This is an optimization exercise on Yosys and OpenROAD, whose aim is small area, not a production implementation.
The RTL was checked by simulation tests, not by an equivalence proof against the original design.
The clock port is modelled as an ideal driver, which makes a skipped or thinned clock tree look cheaper than it is; a real chip needs a root buffer or a tree.
Power and IR drop assume default switching activity.

File: flow/flow/run.sh
#!/bin/bash
# Standard synthesis; an area search over ABC resynthesis of its
# combinational logic (registers untouched, checked equivalent); then the
# standard layout from that netlist.
set -euo pipefail
R=orfs/results/${FLOW_PLATFORM}/Top_Level2/base
bash standard.sh synth > synth_std.log 2>&1
cp $R/1_2_yosys.v std.v
cp $FLOW_HOME/platforms/${FLOW_PLATFORM}/lib/sky130_fd_sc_hd__tt_025C_1v80.lib lib.lib
yosys -s flow/p1.ys > p1.log 2>&1
python3 flow/search.py lib.lib 3 40 ${NUM_CORES:-4} > search.log 2>&1
yosys -s flow/p2.ys > p2.log 2>&1
yosys -s flow/equiv.ys > equiv.log 2>&1
cp new.v $R/1_2_yosys.v
bash standard.sh finish > layout.log 2>&1
rm -f lib.lib
File: flow/flow/dont_use.txt
sky130_fd_sc_hd__probe_p_8 sky130_fd_sc_hd__probec_p_8 sky130_fd_sc_hd__lpflow_bleeder_1 sky130_fd_sc_hd__lpflow_clkbufkapwr_1 sky130_fd_sc_hd__lpflow_clkbufkapwr_16 sky130_fd_sc_hd__lpflow_clkbufkapwr_2 sky130_fd_sc_hd__lpflow_clkbufkapwr_4 sky130_fd_sc_hd__lpflow_clkbufkapwr_8 sky130_fd_sc_hd__lpflow_clkinvkapwr_1 sky130_fd_sc_hd__lpflow_clkinvkapwr_16 sky130_fd_sc_hd__lpflow_clkinvkapwr_2 sky130_fd_sc_hd__lpflow_clkinvkapwr_4 sky130_fd_sc_hd__lpflow_clkinvkapwr_8 sky130_fd_sc_hd__lpflow_decapkapwr_12 sky130_fd_sc_hd__lpflow_decapkapwr_3 sky130_fd_sc_hd__lpflow_decapkapwr_4 sky130_fd_sc_hd__lpflow_decapkapwr_6 sky130_fd_sc_hd__lpflow_decapkapwr_8 sky130_fd_sc_hd__lpflow_inputiso0n_1 sky130_fd_sc_hd__lpflow_inputiso0p_1 sky130_fd_sc_hd__lpflow_inputiso1n_1 sky130_fd_sc_hd__lpflow_inputiso1p_1 sky130_fd_sc_hd__lpflow_inputisolatch_1 sky130_fd_sc_hd__lpflow_isobufsrc_1 sky130_fd_sc_hd__lpflow_isobufsrc_16 sky130_fd_sc_hd__lpflow_isobufsrc_2 sky130_fd_sc_hd__lpflow_isobufsrc_4 sky130_fd_sc_hd__lpflow_isobufsrc_8 sky130_fd_sc_hd__lpflow_isobufsrckapwr_16 sky130_fd_sc_hd__lpflow_lsbuf_lh_hl_isowell_tap_1 sky130_fd_sc_hd__lpflow_lsbuf_lh_hl_isowell_tap_2 sky130_fd_sc_hd__lpflow_lsbuf_lh_hl_isowell_tap_4 sky130_fd_sc_hd__lpflow_lsbuf_lh_isowell_4 sky130_fd_sc_hd__lpflow_lsbuf_lh_isowell_tap_1 sky130_fd_sc_hd__lpflow_lsbuf_lh_isowell_tap_2 sky130_fd_sc_hd__lpflow_lsbuf_lh_isowell_tap_4 
File: flow/flow/dump.abc
strash
write_blif raw.blif
File: flow/flow/equiv.ys
# Check that the re-mapped netlist does what the standard netlist does
# (registers are matched by name).
read_liberty -ignore_miss_func lib.lib
read_verilog std.v
rename Top_Level2 gold
read_verilog new.v
rename Top_Level2 gate
hierarchy -check
flatten
opt_clean
equiv_make gold gate equiv
hierarchy -top equiv
equiv_simple -seq 1
equiv_induct
equiv_status -assert
File: flow/flow/load.abc
read_blif best.blif
File: flow/flow/p1.ys
# Pass 1: the standard synthesis's netlist, with flip-flops and tie cells as
# black boxes; ABC only writes out the combinational logic between them.
read_liberty -ignore_miss_func lib.lib
blackbox sky130_fd_sc_hd__df* sky130_fd_sc_hd__sdf* sky130_fd_sc_hd__edf* sky130_fd_sc_hd__dl* sky130_fd_sc_hd__conb*
read_verilog std.v
hierarchy -top Top_Level2
flatten
opt -purge
stat -liberty lib.lib
abc -liberty lib.lib -script flow/dump.abc
File: flow/flow/p2.ys
# Pass 2: the same extraction, with ABC returning the searched netlist
# (best.blif); registers keep their instance names and cell types.
read_liberty -ignore_miss_func lib.lib
blackbox sky130_fd_sc_hd__df* sky130_fd_sc_hd__sdf* sky130_fd_sc_hd__edf* sky130_fd_sc_hd__dl* sky130_fd_sc_hd__conb*
read_verilog std.v
hierarchy -top Top_Level2
flatten
opt -purge
abc -liberty lib.lib -script flow/load.abc
opt_clean -purge
hilomap -singleton -hicell sky130_fd_sc_hd__conb_1 HI -locell sky130_fd_sc_hd__conb_1 LO
splitnets
opt_clean -purge
stat -liberty lib.lib
write_verilog -noattr -nohex -nodec new.v
File: flow/flow/search.py
#!/usr/bin/env python3
"""Area search over ABC resynthesis of the combinational logic.

Reads raw.blif (the standard synthesis's combinational logic, written by
p1.ys), runs rounds of parallel ABC jobs (deepsyn with different seeds, then
area mapping) starting from the best netlist so far, and writes best.blif.
Each ABC run's output goes to abc_R_S.log in the current folder.
"""
import os, re, subprocess, sys
from concurrent.futures import ThreadPoolExecutor

lib, rounds, secs, jobs = sys.argv[1], int(sys.argv[2]), int(sys.argv[3]), int(sys.argv[4])
dont_use = open(os.path.join(os.path.dirname(__file__), "dont_use.txt")).read().split()
readlib = "read_lib " + " ".join("-X " + c for c in dont_use) + " -w " + lib

def run(src, dst, script, log):
    cmd = f"{readlib}; read_blif {src}; {script}; print_stats; write_blif {dst}"
    out = subprocess.run(["yosys-abc", "-c", cmd], capture_output=True, text=True).stdout
    open(log, "w").write(out)
    m = re.findall(r"area =\s*([0-9.]+)", out)
    return float(m[-1]) if m and os.path.exists(dst) else float("inf")

best, best_area = "raw.blif", float("inf")
# plain area mapping of the input as a fallback
a = run("raw.blif", "cand_0_0.blif", "strash; dch -f; map -a", "abc_0_0.log")
best, best_area = "cand_0_0.blif", a
print(f"start: {a}", flush=True)
for r in range(1, rounds + 1):
    def job(s):
        dst = f"cand_{r}_{s}.blif"
        script = f"strash; &get -n; &deepsyn -T {secs} -S {s + r * jobs}; &dch -f; &nf -R 1000; &put"
        return run(best, dst, script, f"abc_{r}_{s}.log"), dst
    with ThreadPoolExecutor(jobs) as ex:
        res = list(ex.map(job, range(1, jobs + 1)))
    a, dst = min(res)
    print(f"round {r}: " + " ".join(f"{x:.1f}" for x, _ in res), flush=True)
    if a < best_area:
        best, best_area = dst, a
print(f"best: {best} {best_area}", flush=True)
subprocess.run(["cp", best, "best.blif"], check=True)
File: flow/standard.sh
#!/bin/bash
# synth_recipe.tcl (not shown) runs the flow's synth.tcl, then flattens the netlist and writes it again
# the make line also repeats each setting of config.mk as NAME=value (left out here)
make -C /OpenROAD-flow-scripts/flow DESIGN_CONFIG=/design/flow/config.mk WORK_HOME=/design/flow/orfs CLKGATE_MAP_FILE= SYNTH_SCRIPT=/design/flow/synth_recipe.tcl "${@:-finish}"
File: flow/config.mk
export PLATFORM = sky130hd
export DESIGN_NAME = Top_Level2
export DESIGN_NICKNAME = Top_Level2
export VERILOG_FILES = /design/flow/design.v
export SDC_FILE = /design/flow/constraint.sdc
export NUM_CORES = 4
export LEC_CHECK = 0
export CAP_MARGIN = 20
export CORE_MARGIN = 2
export CORE_UTILIZATION = 40
export PLACE_DENSITY = 0.6
export SLEW_MARGIN = 20
File: flow/constraint.sdc
create_clock -name core_clock -period 10.0 [get_ports {CLK}]
set_input_delay 2.0000 -clock core_clock [delete_from_list [all_inputs] [get_ports {CLK}]]
set_output_delay 2.0000 -clock core_clock [all_outputs]
set_load 0.01 [all_outputs]
File: flow/design.v
module Top_Level2(
	CLK,
	rst,
	ps2_clk,
	Data,
	out
);
input wire	CLK;
input wire	rst;
input wire	ps2_clk;
input wire	Data;
output wire	out;
reg	[2:0] kclk_s;
reg	[1:0] kdat_s;
always @(posedge CLK)
begin
	kdat_s <= {kdat_s[0], Data};
	kclk_s[2] <= kclk_s[1];
	if (rst)
		kclk_s[1:0] <= 2'b11;
	else
		kclk_s[1:0] <= {kclk_s[0], ps2_clk};
end
wire	kclk_fall = kclk_s[2] & ~kclk_s[1];
reg	[3:0] count;
reg	[8:1] inter;
reg	prev_f0;	 
reg	trigger;
wire	stop = count[3] & count[1];
always @(posedge CLK)
begin
	if (rst)
	begin
		count <= 4'd0;
		inter <= 8'd0;
		prev_f0 <= 1'b0;
		trigger <= 1'b0;
	end
	else if (kclk_fall)
	begin
		if (stop)
		begin
			count <= 4'd0;
			trigger <= prev_f0;
			prev_f0 <= (inter == 8'hF0);
		end
		else
		begin
			count <= count + 4'd1;
			if (~count[3] & (count[2:0] == 3'd1)) inter[1] <= kdat_s[1];
			if (~count[3] & (count[2:0] == 3'd2)) inter[2] <= kdat_s[1];
			if (~count[3] & (count[2:0] == 3'd3)) inter[3] <= kdat_s[1];
			if (~count[3] & (count[2:0] == 3'd4)) inter[4] <= kdat_s[1];
			if (~count[3] & (count[2:0] == 3'd5)) inter[5] <= kdat_s[1];
			if (~count[3] & (count[2:0] == 3'd6)) inter[6] <= kdat_s[1];
			if (~count[3] & (count[2:0] == 3'd7)) inter[7] <= kdat_s[1];
			if (count[3] & ~count[0]) inter[8] <= kdat_s[1];
		end
	end
end
wire	[7:0] code = trigger ? 8'd0 : inter;
reg	[14:0] y;
always @(*)
	case (code)
	28: y = 22727; 27: y = 21452; 35: y = 20248; 43: y = 19111;
	52: y = 18038; 51: y = 17026; 59: y = 16071; 66: y = 15169;
	75: y = 14317; 76: y = 13513; 82: y = 12755; 90: y = 12039;
	21: y = 23393; 29: y = 22080; 36: y = 20841; 45: y = 19671;
	44: y = 18567; 53: y = 17525; 60: y = 16543; 67: y = 15613;
	68: y = 14737; 77: y = 13910; 84: y = 13129; 91: y = 12392;
	18: y = 22080; 26: y = 20841; 34: y = 19671; 33: y = 18567;
	42: y = 17525; 50: y = 16542; 49: y = 15613; 58: y = 14736;
	65: y = 13910; 73: y = 13129; 74: y = 12391; 89: y = 11697;
	default: y = 0;
	endcase
reg	[15:0] a;
reg	[15:0] b;
wire	a_ge_2y = (a >= {y, 1'b0});
wire	b_gt_2y = (b > {y, 1'b0});
wire	a_le_y = (a <= {1'b0, y});
always @(posedge CLK)
begin
	if (rst | a_ge_2y)
		a <= 16'd0;
	else
		a <= a + 16'd1;
	if (rst | b_gt_2y)
		b <= 16'd0;
	else
		b <= b + 16'd1;
end
assign	out = a_le_y ? a_ge_2y : ~b_gt_2y;
endmodule
==> results of run 1 <==
## worst register-to-register path, cell delays in order (launching register included)
cell	delay, ns
dfxtp_1	0.67
nand2b_1	0.26
or2_0	0.25
o21bai_1	0.19
nand2_1	0.11
nor3_1	0.52
o21ai_0	0.34
a21oi_1	0.21
o221ai_1	0.20
nor3b_1	0.24
a311oi_1	0.44
o31a_1	0.33
nor2b_1	0.16
o21ai_0	0.09
o31ai_1	0.18
o22ai_1	0.17
o21ai_0	0.16
o21ai_0	0.11
a21oi_1	0.14
a21oi_1	0.06
o21ai_0	0.22
a222oi_1	0.11
o21ai_0	0.26
nand2b_1	0.54
nor3_1	0.13
## cell type report
| type | instances | area, sq um | area share |
|---|---|---|---|
| sequential | 51 | 1020 | 0.319 |
| inverter | 5 | 18.8 | 0.00586 |
| clock buffer | 6 | 82.6 | 0.0258 |
| tap | 99 | 124 | 0.0387 |
| multi-input combinational | 338 | 1880 | 0.586 |
| clock inverter | 2 | 38.8 | 0.0121 |
| timing repair buffer | 4 | 40.0 | 0.0125 |
## layer usage
metal | vias up | wire length [um] | global-route usage
met5 | - | 0 | 0
met4 | 0 | 296 | 0.0936
met3 | 35 | 438 | 0.0379
met2 | 121 | 3380 | 0.304
met1 | 1341 | 3620 | 0.257
li1 | 1482 | - | -
## flip-flops by register name, summed over array words and instances (netlist names)
signal and cells:
inter 8, b 16, kclk_s 3, prev_f0 1
count 4, kdat_s 2, a 16, trigger 1
## report_power, final
group / switching, mW / total, mW / internal, mW
registers: 0.00479 / 0.213 / 0.208
logic: 0.0273 / 0.0475 / 0.0202
clock network: 0.0703 / 0.153 / 0.0824
total: 0.102 / 0.413 / 0.311
## worst max-delay path by stage
stage / end / from / slack [ns] / cells after the start
after global placement: out / inter[4] / 1.60 / 25
after detailed placement: out / inter[4] / 1.75 / 25
after floorplan: out / inter[5] / 3.40 / 25
after global routing: out / inter[4] / 0.86 / 25
final: out / inter[4] / 1.25 / 25
after CTS: out / inter[4] / 1.37 / 25
## metrics by stage
stage / instance area (sq um) / util / total power, mW
after CTS: 3190 / 0.447 / 0.417
after detailed placement: 3070 / 0.430 / 0.265
after floorplan: 2900 / - / 0.253
after global placement: 3070 / 0.430 / 0.264
final: 3200 / 0.448 / 0.413
after global routing: 3200 / 0.448 / 0.432
==> impl_metrics.csv, run 1 <==
group,metric,value,unit
sta,hold_violations,0,
hold_path,worstHoldStart,"kdat_s[0]",
setup_path,critical_path_class,"reg -> out",
finish,antenna_cells,0,
finish,final_cell_mix,"nor2_1 (60), dfxtp_1 (51), nand2_1 (45), a21oi_1 (40), o21ai_0 (34)",
placed_design,io_buffers,4,
placed_design,gp_congestion,1.01,
global_routing,gr-usage-all-layers,0.194,
power,power.density,129,mW/mm^2
sta,fmax,0.114,GHz
global_routing,antenna_found_initial,0,
cts,cts_root_buf,"clkbuf_8",
route,wire_per_inst,15.3,um
finish,fillers,754,
sta,max_slew.worst_pin.slew,0.805,ns
route,postRouteAntennaNets,0,
sta,hold_ws,0.331,ns
hold_path,hp-class,"reg -> reg",
cts,htreeDepth,2,
route,wl,7.73,mm
setup_path,critPathTopFamily,"compound AO/OA/AOI/OAI gates",
power,vdd_ir_drop_max,104,uV
finish,final_cells,505,
cts,cts_buffer_depth,2,
sta,rsz0062_at_grt,"no",
cts,ctsHoldBuffers,0,
cts,cts_sinks,51,
setup_path,worstSetupStartpointType,"register",
sta,setup_viol,0,
setup_path,slowest_delay,0.67,ns
finish,drive_gt1_frac,0.0222,
sta,slew_violations,0,
setup_path,r2r_end,"b[10]",
floorplan,start_util,0.406,
synth,syn_area_per_cell,7.35,sq um
sta,period_needed,8.75,ns
route,drc,0,
outcome,outcome,"complete, no violations",
floorplan,core_area,0.00714,sq mm
floorplan,fp.dieH,89.1,um
setup_path,r2r_cells,24,
floorplan,io_pins,5,
global_routing,grt_pass1_wl,12.3,mm
setup_path,crit_path_frequent_cell,"o21ai_0",
sta,fin_ws,1.25,ns
finish,final_common_cell,"nor2_1",
synth,synth_area,0.00290,sq mm
setup_path,cp-end-kind,"output port",
setup_path,rrSetupSlack,3.80,ns
finish,nNetsFinal,409,
hold_path,hold_depth,0,
cts,tritoncts,"done",
cts,ctsResizeCount,0,
sta,period_share,0.875,
setup_path,cp_slowest_cell,"dfxtp_1",
route,routed-via-count,2979,
route,drt_pre_antenna_iters,7,
floorplan,die_area,0.00794,sq mm
sta,slew-limit-headroom,0.457,
setup_path,rr_startpoint,"inter[4]",
finish,area_growth,10.4,%
sta,tns,0,ns
placed_design,place_worst_setup_slack,1.75,ns
cts,path_clk_slew,0.08,ns
placed_design,placedCellCount,497,
floorplan,row_count,31,
route,via_per_inst,5.90,
setup_path,worstPathArrival,6.75,ns
setup_path,cp.buffers_inverters,1,
sta,clock_skew,0.0163,ns
synth,yosys_warnings,1,
synth,synth_nets,398,
cts,post-cts-setup-buffers,0,
floorplan,die_x,89.1,um
setup_path,required,8.00,ns
global_routing,grt_pass1_vias,2587,
global_routing,gr-total-overflow,0,
placed_design,hpwl,5.61,mm
synth,syn_inst,394,
global_routing,grt_max_degree,18,
flow_run,maxCapViolCount,0,
cts,clock_latency,0.31,ns
cts,numCtsBuffers,5,
route,drt_iter0_markers,291,
hold_path,worstHoldEndpoint,"kdat_s[1]",
power,p_leak,1.09,nW
setup_path,cp_max_fo,14,
==> run 2: changes to the inputs <==
--- a/flow/flow/run.sh
+++ b/flow/flow/run.sh
@@ -12,5 +12,6 @@
 yosys -s flow/p2.ys > p2.log 2>&1
 yosys -s flow/equiv.ys > equiv.log 2>&1
 cp new.v $R/1_2_yosys.v
+export BUFFER_PORTS_ARGS="-buffer_cell sky130_fd_sc_hd__buf_1"
 bash standard.sh finish > layout.log 2>&1
 rm -f lib.lib
--- a/flow/config.mk
+++ b/flow/config.mk
@@ -8,5 +8,7 @@
 export CAP_MARGIN = 20
 export CORE_MARGIN = 2
 export CORE_UTILIZATION = 40
+export CTS_CLUSTER_DIAMETER = 500
+export CTS_CLUSTER_SIZE = 100
 export PLACE_DENSITY = 0.6
 export SLEW_MARGIN = 20
==> impl_metrics.csv, run 2 <==
group,metric,value,unit
hold_path,hp-class,"reg -> reg",
placed_design,gp_congestion,0.982,
route,drt_iter0_markers,321,
cts,htreeDepth,2,
global_routing,gr-total-overflow,0,
placed_design,hpwl,5.63,mm
setup_path,required,8.00,ns
global_routing,gr-usage-all-layers,0.200,
route,routed-via-count,2979,
global_routing,antenna_found_initial,0,
floorplan,die_area,0.00794,sq mm
cts,path_clk_slew,0.08,ns
outcome,outcome,"complete, no violations",
power,switchingPower,0.101,mW
sta,clock_skew,0.0219,ns
route,postRouteAntennaNets,0,
finish,area_growth,8.25,%
cts,ctsResizeCount,0,
cts,ctsHoldBuffers,0,
finish,drive_gt1_frac,0.0198,
sta,setup_viol,0,
power,power.density,120,mW/mm^2
global_routing,grt_pass1_wl,12.7,mm
setup_path,cp_max_fo,14,
power,vdd_ir_drop_max,74.7,uV
route,drc,0,
synth,synth_nets,398,
placed_design,io_buffers,4,
sta,hold_violations,0,
floorplan,die_x,89.1,um
synth,synth_area,0.00290,sq mm
cts,clock_latency,0.31,ns
finish,final_common_cell,"nor2_1",
sta,fmax,0.117,GHz
floorplan,fp.dieH,89.1,um
floorplan,io_pins,5,
global_routing,grt_pass1_vias,2633,
sta,max_slew.worst_pin.slew,0.731,ns
finish,nNetsFinal,409,
setup_path,worstSetupStartpointType,"register",
floorplan,row_count,31,
route,wire_per_inst,15.1,um
sta,period_share,0.853,
sta,tns,0,ns
cts,cts_sinks,51,
synth,syn_inst,394,
power,power_frac_clock,0.310,
power,internal_power,0.276,mW
sta,rsz0062_at_grt,"no",
route,drt_pre_antenna_iters,5,
finish,antenna_cells,0,
cts,post-cts-setup-buffers,0,
sta,period_needed,8.53,ns
cts,numCtsBuffers,5,
route,via_per_inst,5.91,
cts,tritoncts,"done",
sta,slew-limit-headroom,0.511,
power,p_leak,1.06,nW
finish,final_cell_mix,"nor2_1 (60), dfxtp_1 (51), nand2_1 (45), a21oi_1 (40), o21ai_0 (34)",
floorplan,core_area,0.00714,sq mm
setup_path,worstPathArrival,6.53,ns
power,p_sw_frac,0.268,
power,total_power,0.377,mW
finish,fillers,754,
flow_run,maxCapViolCount,0,
route,wl,7.63,mm
global_routing,grt_max_degree,18,
setup_path,critical_path_class,"reg -> out",
cts,cts_root_buf,"clkbuf_8",
finish,largest_registers,"a x16, b x16, inter x8",
power,p_comb_frac,0.123,
setup_path,cp-end-kind,"output port",
synth,yosys_warnings,1,
sta,slew_violations,0,
synth,syn_area_per_cell,7.35,sq um
floorplan,start_util,0.406,
power,power_frac_seq,0.567,
cts,cts_buffer_depth,2,
==> run 2: worst paths after layout <==
path	from	end	slack, ns	cells after the start
worst max-delay path	inter[4]	out	1.47	25
worst min-delay path	kdat_s[0]	kdat_s[1]	0.33	0
worst max register to register	inter[4]	b[5]	3.61	24
worst min register to register	kdat_s[0]	kdat_s[1]	0.33	0
==> run 2: metrics by stage <==
stage | instance area [sq um] | instances | setup slack, ns | util | hold WS [ns]
floorplan | 2900 | 394 | 3.40 | - | 0.310
global placement | 3040 | 497 | 1.81 | 0.427 | 0.312
detailed placement | 3040 | 497 | 2.07 | 0.427 | 0.314
CTS | 3130 | 504 | 1.69 | 0.438 | 0.334
global route | 3140 | 504 | 1.05 | 0.440 | 0.347
finish | 3140 | 504 | 1.47 | 0.440 | 0.332
==> run 2: final cells by class <==
type | count | area (sq um) | share of cell area
clock buffer | 5 | 68.8 | 0.0219
clock inverter | 2 | 13.8 | 0.00439
inverter | 5 | 18.8 | 0.00598
multi-input combinational | 338 | 1880 | 0.598
sequential | 51 | 1020 | 0.325
tap | 99 | 124 | 0.0395
timing repair buffer | 4 | 15.0 | 0.00479
==> run 2: metal layers <==
metal | up-vias | share of wire | global-route usage
li1 | 1480 | - | -
met1 | 1361 | 0.47 | 0.272
met2 | 113 | 0.45 | 0.316
met3 | 25 | 0.051 | 0.0342
met4 | 0 | 0.029 | 0.0773
met5 | - | 0 | 0
==> run 2: worst max-delay path, stage by stage (launching register included) <==
cell,delay (ns)
dfxtp_1,0.67
nand2b_1,0.27
or2_0,0.26
o21bai_1,0.17
nand2_1,0.10
nor3_1,0.59
o21ai_0,0.35
a21oi_1,0.21
o221ai_1,0.20
nor3b_1,0.24
a311oi_1,0.47
o31a_1,0.34
o21ai_0,0.11
o21ai_0,0.17
o31ai_1,0.18
a221oi_1,0.35
o21ai_0,0.12
o21ai_0,0.10
a21oi_1,0.10
maj3_1,0.35
o21ai_0,0.08
a21oi_1,0.09
a221oi_1,0.23
o22ai_1,0.15
mux2i_1,0.16
buf_1,0.17
==> run 2: power groups by stage <==
stage	Sequential [mW]	Clock (mW)	Combinational, mW
6_report	0.213	0.117	0.0464
5_1_grt	0.214	0.130	0.0543
4_1_cts	0.213	0.122	0.0464
3_5_place_dp	0.218	0	0.0460
3_3_place_gp	0.218	0	0.0459
2_1_floorplan	0.217	0	0.0363
==> run 3: changes to the inputs <==
--- a/flow/flow/run.sh
+++ b/flow/flow/run.sh
@@ -8,10 +8,10 @@
 cp $R/1_2_yosys.v std.v
 cp $FLOW_HOME/platforms/${FLOW_PLATFORM}/lib/sky130_fd_sc_hd__tt_025C_1v80.lib lib.lib
 yosys -s flow/p1.ys > p1.log 2>&1
-python3 flow/search.py lib.lib 3 40 ${NUM_CORES:-4} > search.log 2>&1
+python3 flow/search.py lib.lib 4 90 ${NUM_CORES:-4} > search.log 2>&1
 yosys -s flow/p2.ys > p2.log 2>&1
 yosys -s flow/equiv.ys > equiv.log 2>&1
 cp new.v $R/1_2_yosys.v
 export BUFFER_PORTS_ARGS="-buffer_cell sky130_fd_sc_hd__buf_1"
-bash standard.sh finish > layout.log 2>&1
+bash standard.sh POST_CTS_TCL=$PWD/flow/post_cts.tcl finish > layout.log 2>&1
 rm -f lib.lib
==> flow/flow/post_cts.tcl (new file) <==
set block [ord::get_db_block]
set clk_net [$block findNet CLK]
set root ""
set n 0
foreach it [$clk_net getITerms] { set root [$it getInst]; incr n }
if { $n == 1 && [string match "*clkbuf*" [[$root getMaster] getName]] } {
  set root_out [[$root findITerm X] getNet]
  set leaves {}
  set others 0
  foreach it [$root_out getITerms] {
    set l [$it getInst]
    if { $l == $root || [string match "clkload*" [$l getName]] } { continue }
    if { [string match "*clkbuf*" [[$l getMaster] getName]] && [$it isInputSignal] } {
      lappend leaves $l
    } else {
      incr others
    }
  }
  if { $others == 0 && [llength $leaves] >= 1 && [llength $leaves] <= 4 } {
    foreach it [$root_out getITerms] {
      set l [$it getInst]
      if { [string match "clkload*" [$l getName]] } { odb::dbInst_destroy $l }
    }
    foreach l $leaves {
      set it [$l findITerm A]
      $it disconnect
      $it connect $clk_net
      foreach lit [[[$l findITerm X] getNet] getITerms] {
        if { [string match "clkload*" [[$lit getInst] getName]] } {
          odb::dbInst_destroy [$lit getInst]
        }
      }
    }
    odb::dbInst_destroy $root
    odb::dbNet_destroy $root_out
    puts "post_cts: removed the root buffer; [llength $leaves] leaf buffers on the clock port"
    foreach l $leaves {
      set name [$l getName]
      set pins [get_pins -of_objects [get_nets -of_objects [get_pins $name/X]] -filter "direction == input"]
      foreach c {clkbuf_4 clkbuf_8 clkbuf_16} {
        replace_cell $name sky130_fd_sc_hd__$c
        estimate_parasitics -placement
        set mx 0
        foreach p $pins {
          set s [get_property $p slew_max]
          if { $s > $mx } { set mx $s }
        }
        if { $mx < 0.105 } { break }
      }
      puts "post_cts: $name -> $c ([llength $pins] sinks, slew $mx)"
    }
    detailed_placement
    check_placement -verbose
    estimate_parasitics -placement
    report_clock_skew
  }
}
==> impl_metrics.csv, run 3 <==
group,metric,value,unit
outcome,outcome,"complete, no violations",
finish,fillers,705,
global_routing,grt_max_degree,17,
setup_path,worstSetupStartpointType,"register",
synth,syn_inst,368,
power,p_leak,1.00,nW
global_routing,grt_pass1_wl,12.0,mm
hold_path,worstHoldEndpoint,"kdat_s[1]",
sta,setup_viol,0,
setup_path,rr_startpoint,"inter[1]",
finish,final_common_cell,"nor2_1",
setup_path,r2r_end,"b[6]",
setup_path,critical_path_class,"reg -> out",
cts,path_clk_slew,0.10,ns
route,routed-via-count,2813,
sta,tns,0,ns
placed_design,io_buffers,4,
floorplan,start_util,0.414,
setup_path,required,8.00,ns
power,power.density,113,mW/mm^2
placed_design,hpwl,5.19,mm
route,drt_pre_antenna_iters,5,
floorplan,core_area,0.00683,sq mm
power,p_sw_frac,0.237,
placed_design,placedCellCount,468,
synth,syn_area_per_cell,7.69,sq um
hold_path,worstHoldStart,"kdat_s[0]",
floorplan,row_count,30,
sta,slew-limit-headroom,0.399,
sta,period_needed,7.37,ns
sta,max_slew.worst_pin.slew,0.902,ns
finish,drive_gt1_frac,0.0106,
global_routing,gr-usage-all-layers,0.189,
floorplan,fp.dieH,88.1,um
power,power_frac_clock,0.244,
cts,clock_latency,0.16,ns
setup_path,rrSetupSlack,4.13,ns
floorplan,die_area,0.00777,sq mm
power,power_frac_seq,0.629,
synth,synth_area,0.00283,sq mm
placed_design,gp_congestion,0.900,
route,postRouteAntennaNets,0,
sta,hold_violations,0,
power,vdd_ir_drop_max,86.3,uV
finish,antenna_cells,0,
route,wire_per_inst,14.9,um
sta,period_share,0.737,
global_routing,grt_pass1_vias,2603,
finish,final_cells,472,
sta,rsz0062_at_grt,"no",
setup_path,cp_max_fo,11,
cts,cts_sinks,51,
sta,fmax,0.136,GHz
route,drc,0,
setup_path,r2r_cells,24,
flow_run,maxCapViolCount,0,
route,wl,7.02,mm
global_routing,antenna_found_initial,0,
floorplan,die_x,88.1,um
hold_path,hold_depth,0,
setup_path,worstPathArrival,5.37,ns
synth,synth_nets,372,
finish,nNetsFinal,382,
synth,yosys_warnings,1,
floorplan,io_pins,5,
power,internal_power,0.260,mW
route,drt_iter0_markers,313,
finish,largest_registers,"a x16, b x16, inter x8",
hold_path,hp-class,"reg -> reg",
finish,area_growth,6.50,%
sta,slew_violations,0,
power,switchingPower,0.0810,mW
finish,final_cell_mix,"nor2_1 (52), dfxtp_1 (51), a21oi_1 (37), nand2_1 (28), o21ai_0 (25)",
setup_path,cp-end-kind,"output port",
power,p_comb_frac,0.126,
route,via_per_inst,5.96,
global_routing,gr-total-overflow,0,
sta,clock_skew,0.0159,ns
## run 3: cell types whose count changed in the layout (fill, tap and decap cells not counted), moves of 5 or more
cell,previous run,this run
nand2_1,45,28
o21ai_0,34,25
nor2_1,60,52
a311oi_1,1,6
## run 3: worst max-delay path, cell delays in order, from the launching register on
cell and delay, ns:
dfxtp_1 0.57, nor2_1 0.16, o21ai_0 0.26, o311ai_0 0.25, o21ai_0 0.36, clkinv_1 0.10
o21ai_0 0.49, nand3_1 0.17, a21o_1 0.22, o21ai_0 0.10, nand2_1 0.10, nand2_1 0.08
nand2_1 0.13, a221oi_1 0.31, o21ai_0 0.14, o221ai_1 0.09, a21oi_1 0.10, a221oi_1 0.24
o21ai_0 0.13, o221ai_1 0.08, a21oi_1 0.10, maj3_1 0.36, maj3_1 0.38, mux2i_1 0.13
buf_1 0.16
## run 3: area by class of cell
type | count | area (sq um) | area share
inverters | 5 | 18.8 | 0.00622
well taps | 96 | 120 | 0.0398
flip-flops and latches | 51 | 1020 | 0.339
clock buffers | 4 | 48.8 | 0.0162
multi-input cells | 312 | 1790 | 0.594
repair buffers | 4 | 15.0 | 0.00498
## run 3: power by group through the flow
stage / Sequential [mW] / Combinational, mW / Clock, mW
5_1_grt: 0.216 / 0.0496 / 0.0924
3_5_place_dp: 0.220 / 0.0427 / 0
6_report: 0.215 / 0.0432 / 0.0834
2_1_floorplan: 0.218 / 0.0348 / 0
3_3_place_gp: 0.219 / 0.0431 / 0
## run 3: per-stage QoR
step	hold slack, ns	util	instance area, sq um	setup slack (ns)	power, mW
detailed placement	0.324	0.434	2970	2.93	0.262
global route	0.353	0.441	3020	2.11	0.358
floorplan	0.310	-	2830	3.76	0.253
finish	0.348	0.441	3020	2.63	0.341
global placement	0.310	0.434	2970	2.97	0.262
## run 3: metal layers
metal,GRT usage,routed length (um),share of wire,vias up
met5,0,0,0,-
met4,0.0647,183,0.026,0
met3,0.0226,336,0.048,22
met2,0.302,3050,0.43,101
met1,0.265,3450,0.49,1287
li1,-,-,-,1403
## run 3: worst max-delay path by stage
stage / from / cells after the start / to / slack (ns)
floorplan: inter[4] / 23 / out / 3.76
global placement: inter[5] / 24 / out / 2.97
detailed placement: inter[5] / 24 / out / 2.93
global route: inter[5] / 24 / out / 2.11
finish: inter[1] / 24 / out / 2.63
==> run 4: changes to the inputs <==
--- a/flow/flow/run.sh
+++ b/flow/flow/run.sh
@@ -8,7 +8,7 @@
 cp $R/1_2_yosys.v std.v
 cp $FLOW_HOME/platforms/${FLOW_PLATFORM}/lib/sky130_fd_sc_hd__tt_025C_1v80.lib lib.lib
 yosys -s flow/p1.ys > p1.log 2>&1
-python3 flow/search.py lib.lib 4 90 ${NUM_CORES:-4} > search.log 2>&1
+python3 flow/search.py lib.lib 4 60 ${NUM_CORES:-4} > search.log 2>&1
 yosys -s flow/p2.ys > p2.log 2>&1
 yosys -s flow/equiv.ys > equiv.log 2>&1
 cp new.v $R/1_2_yosys.v
--- a/flow/flow/search.py
+++ b/flow/flow/search.py
@@ -10,17 +10,30 @@
 from concurrent.futures import ThreadPoolExecutor
 
 lib, rounds, secs, jobs = sys.argv[1], int(sys.argv[2]), int(sys.argv[3]), int(sys.argv[4])
+remaps = int(sys.argv[5]) if len(sys.argv) > 5 else 8
 dont_use = open(os.path.join(os.path.dirname(__file__), "dont_use.txt")).read().split()
 readlib = "read_lib " + " ".join("-X " + c for c in dont_use) + " -w " + lib
 
-def run(src, dst, script, log):
-    cmd = f"{readlib}; read_blif {src}; {script}; print_stats; write_blif {dst}"
+MAP = "&get -n; &dch -f; &nf -R 1000; &put"
+
+def run(src, dst, script, log, remaps=0):
+    """Run script on src, then remap the result remaps times; every mapped
+    netlist is written out, and the smallest is copied to dst. Returns its area."""
+    cmd = f"{readlib}; read_blif {src}; {script}; print_stats; write_blif {dst}.0"
+    for i in range(1, remaps + 1):
+        cmd += f"; strash; {MAP}; print_stats; write_blif {dst}.{i}"
     out = subprocess.run(["yosys-abc", "-c", cmd], capture_output=True, text=True).stdout
     open(log, "w").write(out)
-    m = re.findall(r"area =\s*([0-9.]+)", out)
-    return float(m[-1]) if m and os.path.exists(dst) else float("inf")
+    areas = [float(x) for x in re.findall(r"area =\s*([0-9.]+)", out)]
+    best = None
+    for i, a in enumerate(areas):
+        if os.path.exists(f"{dst}.{i}") and (best is None or a < areas[best]):
+            best = i
+    if best is None:
+        return float("inf")
+    subprocess.run(["cp", f"{dst}.{best}", dst], check=True)
+    return areas[best]
 
-best, best_area = "raw.blif", float("inf")
 # plain area mapping of the input as a fallback
 a = run("raw.blif", "cand_0_0.blif", "strash; dch -f; map -a", "abc_0_0.log")
 best, best_area = "cand_0_0.blif", a
@@ -28,8 +41,8 @@
 for r in range(1, rounds + 1):
     def job(s):
         dst = f"cand_{r}_{s}.blif"
-        script = f"strash; &get -n; &deepsyn -T {secs} -S {s + r * jobs}; &dch -f; &nf -R 1000; &put"
-        return run(best, dst, script, f"abc_{r}_{s}.log"), dst
+        script = f"strash; &get -n; &deepsyn -T {secs} -S {s + r * jobs}; {MAP}"
+        return run(best, dst, script, f"abc_{r}_{s}.log", remaps), dst
     with ThreadPoolExecutor(jobs) as ex:
         res = list(ex.map(job, range(1, jobs + 1)))
     a, dst = min(res)
==> impl_metrics.csv, run 4 <==
group,metric,value,unit
outcome,outcome,"complete, no violations",
floorplan,io_pins,5,
setup_path,required,8.00,ns
hold_path,worstHoldStart,"kclk_s[1]",
setup_path,worstSetupStartpointType,"register",
setup_path,cp_max_fo,12,
sta,hold_violations,0,
sta,hold_ws,0.356,ns
setup_path,cp_slowest_cell,"dfxtp_1",
synth,synth_nets,371,
route,drc,0,
placed_design,hpwl,5.26,mm
floorplan,core_area,0.00679,sq mm
sta,period_needed,8.91,ns
sta,slew_violations,0,
global_routing,antenna_found_initial,0,
sta,max_slew.worst_pin.slew,0.880,ns
sta,tns,0,ns
sta,fin_ws,1.09,ns
power,power_frac_seq,0.647,
finish,drive_gt1_frac,0.0186,
floorplan,die_x,88.0,um
cts,cts_sinks,51,
placed_design,io_buffers,4,
hold_path,hold_depth,0,
power,p_leak,1.02,nW
sta,slew-limit-headroom,0.409,
setup_path,cp-end-kind,"output port",
route,drt_iter0_markers,121,
synth,syn_inst,367,
global_routing,grt_max_degree,19,
finish,final_cell_mix,"nor2_1 (51), dfxtp_1 (51), a21oi_1 (46), nand2_1 (32), o21ai_0 (21)",
floorplan,start_util,0.415,
setup_path,rrSetupSlack,2.51,ns
global_routing,gr-usage-all-layers,0.182,
route,wl,7.00,mm
route,routed-via-count,2697,
setup_path,r2r_cells,32,
route,wire_per_inst,14.8,um
power,p_sw_frac,0.223,
floorplan,fp.dieH,88.0,um
setup_path,r2r_end,"b[13]",
route,via_per_inst,5.70,
route,drt_pre_antenna_iters,4,
sta,setup_viol,0,
sta,rsz0062_at_grt,"no",
synth,syn_area_per_cell,7.68,sq um
cts,path_clk_slew,0.10,ns
power,internal_power,0.253,mW
finish,antenna_cells,0,
sta,period_share,0.891,
hold_path,worstHoldEndpoint,"kclk_s[2]",
power,power.density,108,mW/mm^2
sta,fmax,0.112,GHz
flow_run,maxCapViolCount,0,
placed_design,gp_congestion,0.881,
setup_path,slowest_delay,0.61,ns
sta,clock_skew,0.0184,ns
power,vdd_ir_drop_max,53.7,uV
synth,yosys_warnings,1,
placed_design,place_worst_setup_slack,1.13,ns
global_routing,grt_pass1_wl,11.3,mm
global_routing,gr-total-overflow,0,
finish,nNetsFinal,383,
power,power_frac_clock,0.254,
power,switchingPower,0.0728,mW
route,postRouteAntennaNets,0,
finish,largest_registers,"a x16, b x16, inter x8",
floorplan,row_count,30,
cts,clock_latency,0.16,ns
setup_path,rr_startpoint,"inter[4]",
setup_path,worstPathArrival,6.91,ns
floorplan,die_area,0.00774,sq mm
finish,area_growth,7.28,%
power,p_comb_frac,0.100,
synth,synth_area,0.00282,sq mm
global_routing,grt_pass1_vias,2422,
hold_path,hp-class,"reg -> reg",
setup_path,critical_path_class,"reg -> out",
==> run 4: changes by cell type in the layout (fill, tap and decap cells not counted), sizes merged, moves of 3 or more <==
cell	previous run	this run
xnor2	9	12
a21oi	37	46
o211ai	0	4
nor2b	8	4
nand3b	3	0
o21ai	25	21
nand3	9	5
nand2	28	32
==> run 4: how the worst max path moves through the flow <==
stage	startpoint	to	slack, ns	cells past startpoint
detailed placement	inter[4]	out	1.13	31
finish	inter[4]	out	1.09	31
floorplan	inter[4]	out	2.08	27
global placement	inter[4]	out	1.36	31
global route	inter[4]	out	0.28	31
==> run 4: power groups by stage <==
| stage | clock (mW) | sequential (mW) | combinational [mW] |
|---|---|---|---|
| after detailed placement | 0 | 0.216 | 0.0327 |
| after floorplan | 0 | 0.215 | 0.0258 |
| final | 0.0826 | 0.211 | 0.0325 |
| after global routing | 0.0945 | 0.212 | 0.0370 |
| after global placement | 0 | 0.215 | 0.0330 |
==> run 4: final cells by class <==
type / count / area, sq um
clock buffers: 4 / 48.8
fillers: 687 / 3770
inverters: 7 / 26.3
multi-input cells: 309 / 1780
flip-flops and latches: 51 / 1020
well taps: 96 / 120
repair buffers: 6 / 30.0
==> run 4: through the flow <==
step	utilization	cells	total power [mW]	instance area, sq um
after floorplan	-	367	0.240	2820
after global routing	0.445	473	0.343	3020
after detailed placement	0.437	469	0.248	2970
after global placement	0.437	469	0.248	2970
final	0.445	473	0.326	3020
==> run 4: worst max-delay path, delay by kind of cell (launching register included) <==
family | cells | cell delay, ns
simple gates | 6 | 0.83
buf+inv | 2 | 0.41
xor+xnor | 1 | 0.19
flops | 1 | 0.61
compound gates | 21 | 4.52
fa+ha+maj | 1 | 0.17
==> run 4: routing by layer <==
layer  global-route usage  vias up  wire, um
met3               0.0302        9       292
met4               0.0685        0        82
li1                     -     1407         -
met1                0.246     1223      3390
met5                    0        -         0
met2                0.292       58      3230
==> run 5: changes to the inputs <==
--- a/flow/flow/run.sh
+++ b/flow/flow/run.sh
@@ -8,7 +8,7 @@
 cp $R/1_2_yosys.v std.v
 cp $FLOW_HOME/platforms/${FLOW_PLATFORM}/lib/sky130_fd_sc_hd__tt_025C_1v80.lib lib.lib
 yosys -s flow/p1.ys > p1.log 2>&1
-python3 flow/search.py lib.lib 4 60 ${NUM_CORES:-4} > search.log 2>&1
+python3 flow/search.py lib.lib 6 60 ${NUM_CORES:-4} > search.log 2>&1
 yosys -s flow/p2.ys > p2.log 2>&1
 yosys -s flow/equiv.ys > equiv.log 2>&1
 cp new.v $R/1_2_yosys.v
--- a/flow/flow/search.py
+++ b/flow/flow/search.py
@@ -36,18 +36,21 @@
 
 # plain area mapping of the input as a fallback
 a = run("raw.blif", "cand_0_0.blif", "strash; dch -f; map -a", "abc_0_0.log")
-best, best_area = "cand_0_0.blif", a
+pool = [(a, "cand_0_0.blif")]
 print(f"start: {a}", flush=True)
 for r in range(1, rounds + 1):
+    # half the jobs start from the best netlist so far, the rest from the
+    # next best ones, so that the search does not stall in one optimum
+    srcs = [pool[0][1] if s % 2 == 1 or len(pool) == 1 else pool[min(s // 2, len(pool) - 1)][1]
+            for s in range(1, jobs + 1)]
     def job(s):
         dst = f"cand_{r}_{s}.blif"
         script = f"strash; &get -n; &deepsyn -T {secs} -S {s + r * jobs}; {MAP}"
-        return run(best, dst, script, f"abc_{r}_{s}.log", remaps), dst
+        return run(srcs[s - 1], dst, script, f"abc_{r}_{s}.log", remaps), dst
     with ThreadPoolExecutor(jobs) as ex:
         res = list(ex.map(job, range(1, jobs + 1)))
-    a, dst = min(res)
     print(f"round {r}: " + " ".join(f"{x:.1f}" for x, _ in res), flush=True)
-    if a < best_area:
-        best, best_area = dst, a
+    pool = sorted(pool + [x for x in res if x[0] < float("inf")])[:jobs]
+best_area, best = pool[0]
 print(f"best: {best} {best_area}", flush=True)
 subprocess.run(["cp", best, "best.blif"], check=True)
==> impl_metrics.csv, run 5 <==
group,metric,value,unit
route,postRouteAntennaNets,0,
sta,period_needed,7.17,ns
sta,tns,0,ns
finish,antenna_cells,0,
sta,clock_skew,0.0225,ns
setup_path,cp.buffers_inverters,2,
sta,setup_viol,0,
route,wire_per_inst,14.1,um
sta,rsz0062_at_grt,"no",
setup_path,cp_max_fo,12,
placed_design,placed_cell_area,0.00295,sq mm
finish,area_growth,7.68,%
power,internal_power,0.257,mW
power,p_leak,0.974,nW
setup_path,cp_slowest_cell,"dfxtp_1",
setup_path,worstPathArrival,5.17,ns
sta,fmax,0.140,GHz
power,power_frac_clock,0.270,
floorplan,die_area,0.00769,sq mm
power,p_sw_frac,0.229,
global_routing,gr-total-overflow,0,
floorplan,die_x,87.7,um
sta,hold_violations,0,
synth,synth_nets,377,
synth,yosys_warnings,1,
synth,syn_area_per_cell,7.51,sq um
setup_path,crit_path_frequent_cell,"nor2_1",
route,via_per_inst,5.87,
global_routing,antenna_found_initial,0,
sta,slew-limit-headroom,0.505,
floorplan,row_count,30,
floorplan,io_pins,5,
floorplan,fp.dieH,87.7,um
global_routing,grt_pass1_wl,11.7,mm
route,drt_pre_antenna_iters,5,
placed_design,io_buffers,4,
finish,nNetsFinal,388,
cts,clock_latency,0.15,ns
route,drt_iter0_markers,293,
setup_path,cp-end-kind,"output port",
sta,hold_ws,0.349,ns
global_routing,grt_max_degree,17,
route,drc,0,
sta,slew_violations,0,
power,power.density,111,mW/mm^2
setup_path,required,8.00,ns
flow_run,maxCapViolCount,0,
power,power_frac_seq,0.634,
power,switchingPower,0.0763,mW
finish,drive_gt1_frac,0.0157,
power,p_comb_frac,0.096,
placed_design,gp_congestion,1.04,
synth,syn_inst,373,
setup_path,critical_path_class,"reg -> out",
floorplan,start_util,0.413,
synth,synth_area,0.00280,sq mm
route,wl,6.74,mm
power,total_power,0.334,mW
finish,finalInstanceArea,0.00302,sq mm
finish,final_cells,478,
setup_path,crit_cells,29,
power,vdd_ir_drop_max,67.8,uV
route,routed-via-count,2806,
cts,cts_sinks,51,
sta,max_slew.worst_pin.slew,0.735,ns
hold_path,hp-class,"reg -> reg",
finish,largest_registers,"a x16, b x16, inter x8",
setup_path,r2r_cells,28,
outcome,outcome,"complete, no violations",
global_routing,gr-usage-all-layers,0.185,
placed_design,placedCellCount,474,
cts,path_clk_slew,0.09,ns
finish,final_common_cell,"nor2_1",
setup_path,critPathTopFamily,"compound AO/OA/AOI/OAI gates",
finish,final_cell_mix,"nor2_1 (54), dfxtp_1 (51), nand2_1 (42), a21oi_1 (42), o21ai_0 (33)",
placed_design,hpwl,5.02,mm
sta,period_share,0.717,
hold_path,hold_depth,0,
setup_path,worstSetupStartpointType,"register",
global_routing,grt_pass1_vias,2476,
setup_path,slowest_delay,0.57,ns
floorplan,core_area,0.00679,sq mm
[run 5: layout make-up]
cell class / count / area, sq um
clock buffer: 4 / 55.1
fill: 697 / 3780
inverter: 5 / 18.8
multi-input combinational: 317 / 1780
sequential: 51 / 1020
tap: 96 / 120
timing repair buffer: 5 / 22.5
[run 5: worst paths after layout]
check | slack (ns) | endpoint | from
max | 2.83 | out | inter[2]
min | 0.35 | kdat_s[1] | kdat_s[0]
max reg2reg | 4.57 | b[1] | inter[2]
min reg2reg | 0.35 | kdat_s[1] | kdat_s[0]
[run 5: power groups by stage]
stage                     registers, mW  clock network [mW]  logic (mW)
after floorplan                   0.215                   0      0.0255
after global placement            0.216                   0      0.0320
after detailed placement          0.216                   0      0.0321
after global routing              0.213               0.101      0.0382
final                             0.211              0.0901      0.0322
[run 5: metrics by stage]
| step | util | setup slack, ns |
|---|---|---|
| 2_1_floorplan | - | 4.12 |
| 3_3_place_gp | 0.435 | 2.98 |
| 3_5_place_dp | 0.435 | 3.10 |
| 5_1_grt | 0.444 | 2.07 |
| 6_report | 0.444 | 2.83 |
[run 5: layer usage]
metal,track usage,part of all wire
met5,0,0
met4,0.0587,0.022
met3,0.0311,0.055
met2,0.285,0.43
met1,0.265,0.49

## what the ideal ports hide
In the flow no input, the clock included, has a driving cell. The finished layouts below were timed again as built, in two steps. Step 1, drivers: a clkbuf_16 drives CLK and a buf_2 each remaining input, both assumed. Step 2 also shifts input and output timing later by t, the mid clock arrival at the registers, as if the neighbouring blocks saw the same clock. Three values: ideal, step 1, step 2; two values: the first two.
run | shift t [ns] | slack for setup (ns) | worst hold slack (ns) | worst data-port slew with drivers (ns)
run 1 | 0.332 | 1.250 / 1.221 / 1.553 | 0.331 / 0.331 / 0.331 | 0.03
run 2 | 0.331 | 1.471 / 1.442 / 1.773 | 0.332 / 0.332 / 0.332 | 0.03
run 3 | 0.197 | 2.628 / 2.580 / 2.777 | 0.348 / 0.348 / 0.348 | 0.03
run 4 | 0.197 | 1.086 / 1.038 / 1.235 | 0.356 / 0.356 / 0.356 | 0.03
run 5 | 0.192 | 2.834 / 2.785 / 2.976 | 0.349 / 0.348 / 0.348 | 0.03
After both steps every run listed still meets setup and hold.
